Context: an optimization exercise on an open-source flow, tuned for a short achievable clock period and few clock cycles. The choices shown serve that exercise and are no tape-out recipe. At most, simulation tests tie the RTL to the original design; equivalence was not proved. No activity file was given, so power comes from the tool's default toggle rates.

==> v35: inputs <==
==> flow/design.v <==
module toplevel(
    input  wire clk,
    input  wire rst,
    output wire [7:0] imem_addr,
    input  wire [7:0] imem_data,
    output wire [7:0] dmem_addr,
    output wire [7:0] dmem_wdata,
    output wire       dmem_we,
    input  wire [7:0] dmem_rdata
);
    reg [7:0] fpc;
    reg [7:0] r0, r1, r2, r3, r4, r5, r6, r7;
    reg [7:0] op_a, op_b;               
    reg [7:0] st_data, st_addr;         
    reg       e_add, e_sub, e_and, e_or, e_xor, e_load, e_store;
    reg [7:0] e_we;                     
    wire [7:0] sum  = op_a + op_b;
    wire [7:0] diff = op_a - op_b;
    wire [7:0] res  = ({8{e_add}}  & sum)
                    | ({8{e_sub}}  & diff)
                    | ({8{e_and}}  & (op_a & op_b))
                    | ({8{e_or}}   & (op_a | op_b))
                    | ({8{e_xor}}  & (op_a ^ op_b))
                    | ({8{e_load}} & dmem_rdata);
    assign dmem_addr  = st_addr;
    assign dmem_wdata = st_data;
    assign dmem_we    = e_store;
    wire [7:0] ins = imem_data;
    wire [2:0] f_op = ins[7:5];
    wire [2:0] f_rd = ins[4:2];
    wire [1:0] f_rs = ins[1:0];
    reg [7:0] rd_val, rs_val;
    reg       hit_a, hit_b;
    always @(*) begin
        case (f_rd)
            3'd0: rd_val = r0;
            3'd1: rd_val = r1;
            3'd2: rd_val = r2;
            3'd3: rd_val = r3;
            3'd4: rd_val = r4;
            3'd5: rd_val = r5;
            3'd6: rd_val = r6;
            default: rd_val = r7;
        endcase
        case (f_rs)
            2'd0: rs_val = r0;
            2'd1: rs_val = r1;
            2'd2: rs_val = r2;
            default: rs_val = r3;
        endcase
        hit_a = e_we[f_rd];
        hit_b = e_we[{1'b0, f_rs}];
    end
    wire [7:0] a_next = hit_a ? res : rd_val;
    wire [7:0] b_next = hit_b ? res : rs_val;
    wire f_jmp   = (f_op == 3'b111);
    wire f_store = (f_op == 3'b110);
    wire f_wr    = ~f_jmp & ~f_store;
    always @(posedge clk or posedge rst) begin
        if (rst) begin
            fpc <= 8'd0;
        end else if (f_jmp) begin
            if (!hit_b) fpc <= rs_val;
        end else begin
            fpc <= fpc + 8'd1;
        end
    end
    assign imem_addr = fpc;
    always @(posedge clk) begin
        op_a    <= a_next;
        op_b    <= b_next;
        st_data <= a_next;
        st_addr <= b_next;
    end
    always @(posedge clk or posedge rst) begin
        if (rst) begin
            e_add <= 1'b0; e_sub <= 1'b0; e_and <= 1'b0; e_or <= 1'b0;
            e_xor <= 1'b0; e_load <= 1'b0; e_store <= 1'b0;
            e_we <= 8'd0;
        end else begin
            e_add   <= (f_op == 3'b000);
            e_sub   <= (f_op == 3'b001);
            e_and   <= (f_op == 3'b010);
            e_or    <= (f_op == 3'b011);
            e_xor   <= (f_op == 3'b100);
            e_load  <= (f_op == 3'b101);
            e_store <= f_store;
            e_we    <= f_wr ? (8'd1 << f_rd) : 8'd0;
        end
    end
    always @(posedge clk or posedge rst) begin
        if (rst) begin
            r0 <= 8'd0; r1 <= 8'd0; r2 <= 8'd0; r3 <= 8'd0;
            r4 <= 8'd0; r5 <= 8'd0; r6 <= 8'd0; r7 <= 8'd0;
        end else begin
            if (e_we[0]) r0 <= res;
            if (e_we[1]) r1 <= res;
            if (e_we[2]) r2 <= res;
            if (e_we[3]) r3 <= res;
            if (e_we[4]) r4 <= res;
            if (e_we[5]) r5 <= res;
            if (e_we[6]) r6 <= res;
            if (e_we[7]) r7 <= res;
        end
    end
endmodule
==> flow/run.sh <==
#!/bin/bash
# synth_recipe.tcl (not shown) runs the flow's synth.tcl, then flattens the netlist and writes it again
# the make line also repeats each setting of config.mk as NAME=value (left out here)
make -C /OpenROAD-flow-scripts/flow DESIGN_CONFIG=/design/flow/config.mk WORK_HOME=/design/flow/orfs CLKGATE_MAP_FILE= SYNTH_SCRIPT=/design/flow/synth_recipe.tcl finish
==> flow/config.mk <==
export PLATFORM = sky130hd
export DESIGN_NAME = toplevel
export DESIGN_NICKNAME = toplevel
export VERILOG_FILES = /design/flow/design.v
export SDC_FILE = /design/flow/constraint.sdc
export NUM_CORES = 4
export LEC_CHECK = 0
export ABC_CLOCK_PERIOD_IN_PS = 1500
export CAP_MARGIN = 20
export CORE_MARGIN = 2
export CORE_UTILIZATION = 40
export SETUP_SLACK_MARGIN = 3.5
export SLEW_MARGIN = 20
==> flow/constraint.sdc <==
create_clock -name core_clock -period 5.0 [get_ports {clk}]
set_input_delay 1.0000 -clock core_clock [delete_from_list [all_inputs] [get_ports {clk}]]
set_output_delay 1.0000 -clock core_clock [all_outputs]
set_load 0.01 [all_outputs]
==> v26 (differences from v35) <==
==> flow/design.v (replaced) <==
module toplevel(
    input  wire clk,
    input  wire rst,
    output wire [7:0] imem_addr,
    input  wire [7:0] imem_data,
    output wire [7:0] dmem_addr,
    output wire [7:0] dmem_wdata,
    output wire       dmem_we,
    input  wire [7:0] dmem_rdata
);
    reg [7:0] fpc;
    reg [7:0] r0, r1, r2, r3, r4, r5, r6, r7;
    reg [7:0] op_a, op_b;               
    reg [7:0] st_data, st_addr;         
    reg       e_arith, e_sub, e_and, e_or, e_xor, e_load, e_store;
    reg [7:0] e_we;                     
    reg [7:0] w_res;
    reg [7:0] w_we;                     
    wire [7:0] sum   = op_a + op_b;
    wire [7:0] diff  = op_a - op_b;
    wire [7:0] other = ({8{e_and}}  & (op_a & op_b))
                     | ({8{e_or}}   & (op_a | op_b))
                     | ({8{e_xor}}  & (op_a ^ op_b))
                     | ({8{e_load}} & dmem_rdata);
    wire [7:0] res   = ({8{e_arith & ~e_sub}} & sum) | ({8{e_sub}} & diff) | other;
    assign dmem_addr  = st_addr;
    assign dmem_wdata = st_data;
    assign dmem_we    = e_store;
    wire [7:0] q0 = w_we[0] ? w_res : r0;
    wire [7:0] q1 = w_we[1] ? w_res : r1;
    wire [7:0] q2 = w_we[2] ? w_res : r2;
    wire [7:0] q3 = w_we[3] ? w_res : r3;
    wire [7:0] q4 = w_we[4] ? w_res : r4;
    wire [7:0] q5 = w_we[5] ? w_res : r5;
    wire [7:0] q6 = w_we[6] ? w_res : r6;
    wire [7:0] q7 = w_we[7] ? w_res : r7;
    always @(posedge clk or posedge rst) begin
        if (rst) begin
            r0 <= 8'd0; r1 <= 8'd0; r2 <= 8'd0; r3 <= 8'd0;
            r4 <= 8'd0; r5 <= 8'd0; r6 <= 8'd0; r7 <= 8'd0;
        end else begin
            r0 <= q0; r1 <= q1; r2 <= q2; r3 <= q3;
            r4 <= q4; r5 <= q5; r6 <= q6; r7 <= q7;
        end
    end
    wire [7:0] ins = imem_data;
    wire [2:0] f_op = ins[7:5];
    wire [2:0] f_rd = ins[4:2];
    wire [1:0] f_rs = ins[1:0];
    reg [7:0] rd_val, rs_val;
    reg       hit_a, hit_b;
    always @(*) begin
        case (f_rd)
            3'd0: rd_val = q0;
            3'd1: rd_val = q1;
            3'd2: rd_val = q2;
            3'd3: rd_val = q3;
            3'd4: rd_val = q4;
            3'd5: rd_val = q5;
            3'd6: rd_val = q6;
            default: rd_val = q7;
        endcase
        case (f_rs)
            2'd0: rs_val = q0;
            2'd1: rs_val = q1;
            2'd2: rs_val = q2;
            default: rs_val = q3;
        endcase
        hit_a = e_we[f_rd];
        hit_b = e_we[{1'b0, f_rs}];
    end
    wire f_jmp   = (f_op == 3'b111);
    wire f_store = (f_op == 3'b110);
    wire f_sub   = (f_op == 3'b001);
    wire f_wr    = ~f_jmp & ~f_store;
    wire [7:0] a_next = hit_a ? res : rd_val;
    wire [7:0] b_next = hit_b ? res : rs_val;
    always @(posedge clk or posedge rst) begin
        if (rst) begin
            fpc <= 8'd0;
        end else if (f_jmp) begin
            if (!hit_b) fpc <= rs_val;
        end else begin
            fpc <= fpc + 8'd1;
        end
    end
    assign imem_addr = fpc;
    always @(posedge clk) begin
        op_a    <= a_next;
        op_b    <= b_next;
        st_data <= a_next;
        st_addr <= b_next;
        w_res   <= res;
    end
    always @(posedge clk or posedge rst) begin
        if (rst) begin
            e_arith <= 1'b0; e_sub <= 1'b0; e_and <= 1'b0; e_or <= 1'b0;
            e_xor <= 1'b0; e_load <= 1'b0; e_store <= 1'b0;
            e_we <= 8'd0; w_we <= 8'd0;
        end else begin
            e_arith <= (f_op == 3'b000) | f_sub;
            e_sub   <= f_sub;
            e_and   <= (f_op == 3'b010);
            e_or    <= (f_op == 3'b011);
            e_xor   <= (f_op == 3'b100);
            e_load  <= (f_op == 3'b101);
            e_store <= f_store;
            e_we    <= f_wr ? (8'd1 << f_rd) : 8'd0;
            w_we    <= e_we;
        end
    end
endmodule
==> flow/flow/run.sh (new file) <==
#!/bin/bash
# Standard ORFS layout with two changes: the port buffers are inserted as buf_4
# cells instead of the resizer's default choice (a slow delay buffer), and
# synthesis leaves adders to ABC instead of mapping them to full-adder cells.
set -euo pipefail
bash standard.sh "ADDER_MAP_FILE=" "BUFFER_PORTS_ARGS=-buffer_cell sky130_fd_sc_hd__buf_4" finish > standard.log 2>&1
==> flow/standard.sh (new file) <==
#!/bin/bash
# synth_recipe.tcl (not shown) runs the flow's synth.tcl, then flattens the netlist and writes it again
# the make line also repeats each setting of config.mk as NAME=value (left out here)
make -C /OpenROAD-flow-scripts/flow DESIGN_CONFIG=/design/flow/config.mk WORK_HOME=/design/flow/orfs CLKGATE_MAP_FILE= SYNTH_SCRIPT=/design/flow/synth_recipe.tcl "${@:-finish}"
ABC_CLOCK_PERIOD_IN_PS = default   (was 1500)
SETUP_SLACK_MARGIN = 4.5   (was 3.5)
removed: flow/run.sh
==> v7 (differences from v35) <==
==> flow/design.v (replaced) <==
module toplevel(
    input  wire clk,
    input  wire rst,
    output wire [7:0] imem_addr,
    input  wire [7:0] imem_data,
    output wire [7:0] dmem_addr,
    output wire [7:0] dmem_wdata,
    output wire       dmem_we,
    input  wire [7:0] dmem_rdata
);
    reg [7:0] fpc;
    reg [7:0] r0, r1, r2, r3, r4, r5, r6, r7;
    reg [7:0] op_a, op_b;               
    reg [7:0] st_data, st_addr;         
    reg       e_arith, e_sub, e_and, e_or, e_xor, e_load, e_store;
    reg [7:0] e_we;                     
    reg [7:0] w_res;
    reg [7:0] w_we;                     
    wire [7:0] sum   = op_a + op_b;
    wire [7:0] diff  = op_a - op_b;
    wire [7:0] other = ({8{e_and}}  & (op_a & op_b))
                     | ({8{e_or}}   & (op_a | op_b))
                     | ({8{e_xor}}  & (op_a ^ op_b))
                     | ({8{e_load}} & dmem_rdata);
    wire [7:0] res   = ({8{e_arith & ~e_sub}} & sum) | ({8{e_sub}} & diff) | other;
    assign dmem_addr  = st_addr;
    assign dmem_wdata = st_data;
    assign dmem_we    = e_store;
    wire [7:0] q0 = w_we[0] ? w_res : r0;
    wire [7:0] q1 = w_we[1] ? w_res : r1;
    wire [7:0] q2 = w_we[2] ? w_res : r2;
    wire [7:0] q3 = w_we[3] ? w_res : r3;
    wire [7:0] q4 = w_we[4] ? w_res : r4;
    wire [7:0] q5 = w_we[5] ? w_res : r5;
    wire [7:0] q6 = w_we[6] ? w_res : r6;
    wire [7:0] q7 = w_we[7] ? w_res : r7;
    always @(posedge clk or posedge rst) begin
        if (rst) begin
            r0 <= 8'd0; r1 <= 8'd0; r2 <= 8'd0; r3 <= 8'd0;
            r4 <= 8'd0; r5 <= 8'd0; r6 <= 8'd0; r7 <= 8'd0;
        end else begin
            r0 <= q0; r1 <= q1; r2 <= q2; r3 <= q3;
            r4 <= q4; r5 <= q5; r6 <= q6; r7 <= q7;
        end
    end
    wire [7:0] ins = imem_data;
    wire [2:0] f_op = ins[7:5];
    wire [2:0] f_rd = ins[4:2];
    wire [1:0] f_rs = ins[1:0];
    reg [7:0] rd_val, rs_val;
    reg       hit_a, hit_b;
    always @(*) begin
        case (f_rd)
            3'd0: rd_val = q0;
            3'd1: rd_val = q1;
            3'd2: rd_val = q2;
            3'd3: rd_val = q3;
            3'd4: rd_val = q4;
            3'd5: rd_val = q5;
            3'd6: rd_val = q6;
            default: rd_val = q7;
        endcase
        case (f_rs)
            2'd0: rs_val = q0;
            2'd1: rs_val = q1;
            2'd2: rs_val = q2;
            default: rs_val = q3;
        endcase
        hit_a = e_we[f_rd];
        hit_b = e_we[{1'b0, f_rs}];
    end
    wire f_jmp   = (f_op == 3'b111);
    wire f_store = (f_op == 3'b110);
    wire f_sub   = (f_op == 3'b001);
    wire f_wr    = ~f_jmp & ~f_store;
    wire [7:0] a_next = hit_a ? res : rd_val;
    wire [7:0] b_next = hit_b ? res : rs_val;
    always @(posedge clk or posedge rst) begin
        if (rst) begin
            fpc <= 8'd0;
        end else if (f_jmp) begin
            if (!hit_b) fpc <= rs_val;
        end else begin
            fpc <= fpc + 8'd1;
        end
    end
    assign imem_addr = fpc;
    always @(posedge clk) begin
        op_a    <= a_next;
        op_b    <= b_next;
        st_data <= a_next;
        st_addr <= b_next;
        w_res   <= res;
    end
    always @(posedge clk or posedge rst) begin
        if (rst) begin
            e_arith <= 1'b0; e_sub <= 1'b0; e_and <= 1'b0; e_or <= 1'b0;
            e_xor <= 1'b0; e_load <= 1'b0; e_store <= 1'b0;
            e_we <= 8'd0; w_we <= 8'd0;
        end else begin
            e_arith <= (f_op == 3'b000) | f_sub;
            e_sub   <= f_sub;
            e_and   <= (f_op == 3'b010);
            e_or    <= (f_op == 3'b011);
            e_xor   <= (f_op == 3'b100);
            e_load  <= (f_op == 3'b101);
            e_store <= f_store;
            e_we    <= f_wr ? (8'd1 << f_rd) : 8'd0;
            w_we    <= e_we;
        end
    end
endmodule
==> flow/flow/run.sh (new file) <==
#!/bin/bash
# Standard ORFS layout with two changes: the port buffers are inserted as buf_4
# cells instead of the resizer's default choice (a slow delay buffer), and
# synthesis leaves adders to ABC instead of mapping them to full-adder cells.
set -euo pipefail
bash standard.sh "ADDER_MAP_FILE=" "BUFFER_PORTS_ARGS=-buffer_cell sky130_fd_sc_hd__buf_4" finish > standard.log 2>&1
==> flow/standard.sh (new file) <==
#!/bin/bash
# synth_recipe.tcl (not shown) runs the flow's synth.tcl, then flattens the netlist and writes it again
# the make line also repeats each setting of config.mk as NAME=value (left out here)
make -C /OpenROAD-flow-scripts/flow DESIGN_CONFIG=/design/flow/config.mk WORK_HOME=/design/flow/orfs CLKGATE_MAP_FILE= SYNTH_SCRIPT=/design/flow/synth_recipe.tcl "${@:-finish}"
ABC_CLOCK_PERIOD_IN_PS = default   (was 1500)
CORE_UTILIZATION = 65   (was 40)
removed: flow/run.sh
==> results.py <==
metrics = {
    "outcome": {
        "status": "finished clean",
    },
    "worst_hold_path": {
        "hold_depth": 2,
    },
    "clocking": {
        "clock-sinks": 103,
    },
    "yosys": {
        "async_flop_share": 0.845,
        "synth_top_family_by_area": "compound AO/OA/AOI/OAI gates",
    },
    "global_routing": {
        "grt_pass1_wl_mm": 31.0,
    },
    "final_layout": {
        "buffers": 159,
    },
    "floorplanning": {
        "die_height_um": 123,
    },
    "routing": {
        "post-route-drc-count": 0,
        "drtAntennaViolNets": 0,
    },
    "timing": {
        "drv_slew": 0,
    },
}
That was v35.
==> results.py <==
metrics = {
    "global_routing": {
        "grt_busiest_layer": "met2",
        "grt_pass1_wl_mm": 33.0,
    },
    "routing": {
        "drtAntennaViolNets": 0,
    },
    "yosys": {
        "synth_top_family_by_area": "multiplexers",
    },
    "floorplanning": {
        "die_height_um": 126,
    },
    "power": {
        "p_comb_frac": 0.470,
    },
    "final_layout": {
        "multi_input_area_um2": 3620,
        "n_sequential_cell": 119,
        "buffers": 214,
    },
    "timing": {
        "worst_pin_slew_ns": 0.633,
        "fin_ws_ns": 3.01,
    },
    "outcome": {
        "status": "finished clean",
    },
    "setup_path": {
        "worstSetupStartpoint": "st_addr[0]",
    },
    "clocking": {
        "clock-sinks": 119,
    },
}
That was v26.
==> results.py <==
metrics = {
    "outcome": {
        "toolErrorMsg": "[ERROR DPL-0038] Utilization greater than 100%, impossible to legalize",
        "stop_stage": "5_1_grt",
        "status": "stopped before the end",
    },
    "yosys": {
        "async_flop_share": 0.798,
        "synthCells": 561,
        "synthSimpleGateAreaFrac": 0.118,
        "synthXorXnorAreaFrac": 0.0202,
        "synth_top_family_by_area": "multiplexers",
    },
    "timing": {
        "worst_path_end_type": "top-level output",
    },
    "floorplanning": {
        "die_height_um": 99.7,
    },
    "clocking": {
        "clock-sinks": 119,
    },
}
That was v7.
Testbench counts of v26, summed over its fixed seeds: cycles 49,571.
Testbench counts of v7, summed over its fixed seeds: cycles 49,571.
Only the layout flow was run in v35; the RTL was not checked for function there.

afterwards: timing with drivers on the ports:
In the flow no input, the clock included, has a driving cell. The finished layouts below were timed again as built, in two steps.
Step 1: set_driving_cell puts a clkbuf_16 on clk and a buf_2 on each other input, an assumption about the parent block.
Step 2, shift: input delay + t, output delay - t, t = (earliest + latest rising clock arrival at the registers) / 2. This alone moves slack from input paths to output paths.
Three values: ideal, step 1, step 2; two values: the first two.
run	shift t [ns]	setup WS [ns]	hold slack, ns	worst data-port slew with drivers (ns)	pins driven straight from the clock port
v35	0.388	2.740 / 2.740 / 2.528	0.518 / 0.518 / 0.518	0.18	1
v26	0.458	3.012 / 2.880 / 2.423	0.398 / 0.398 / 0.398	0.21	1
After both steps every run listed still meets setup and hold. The setup slack of v26, which loses most, moves by -0.132 ns with the drivers and by -0.589 ns with both steps.
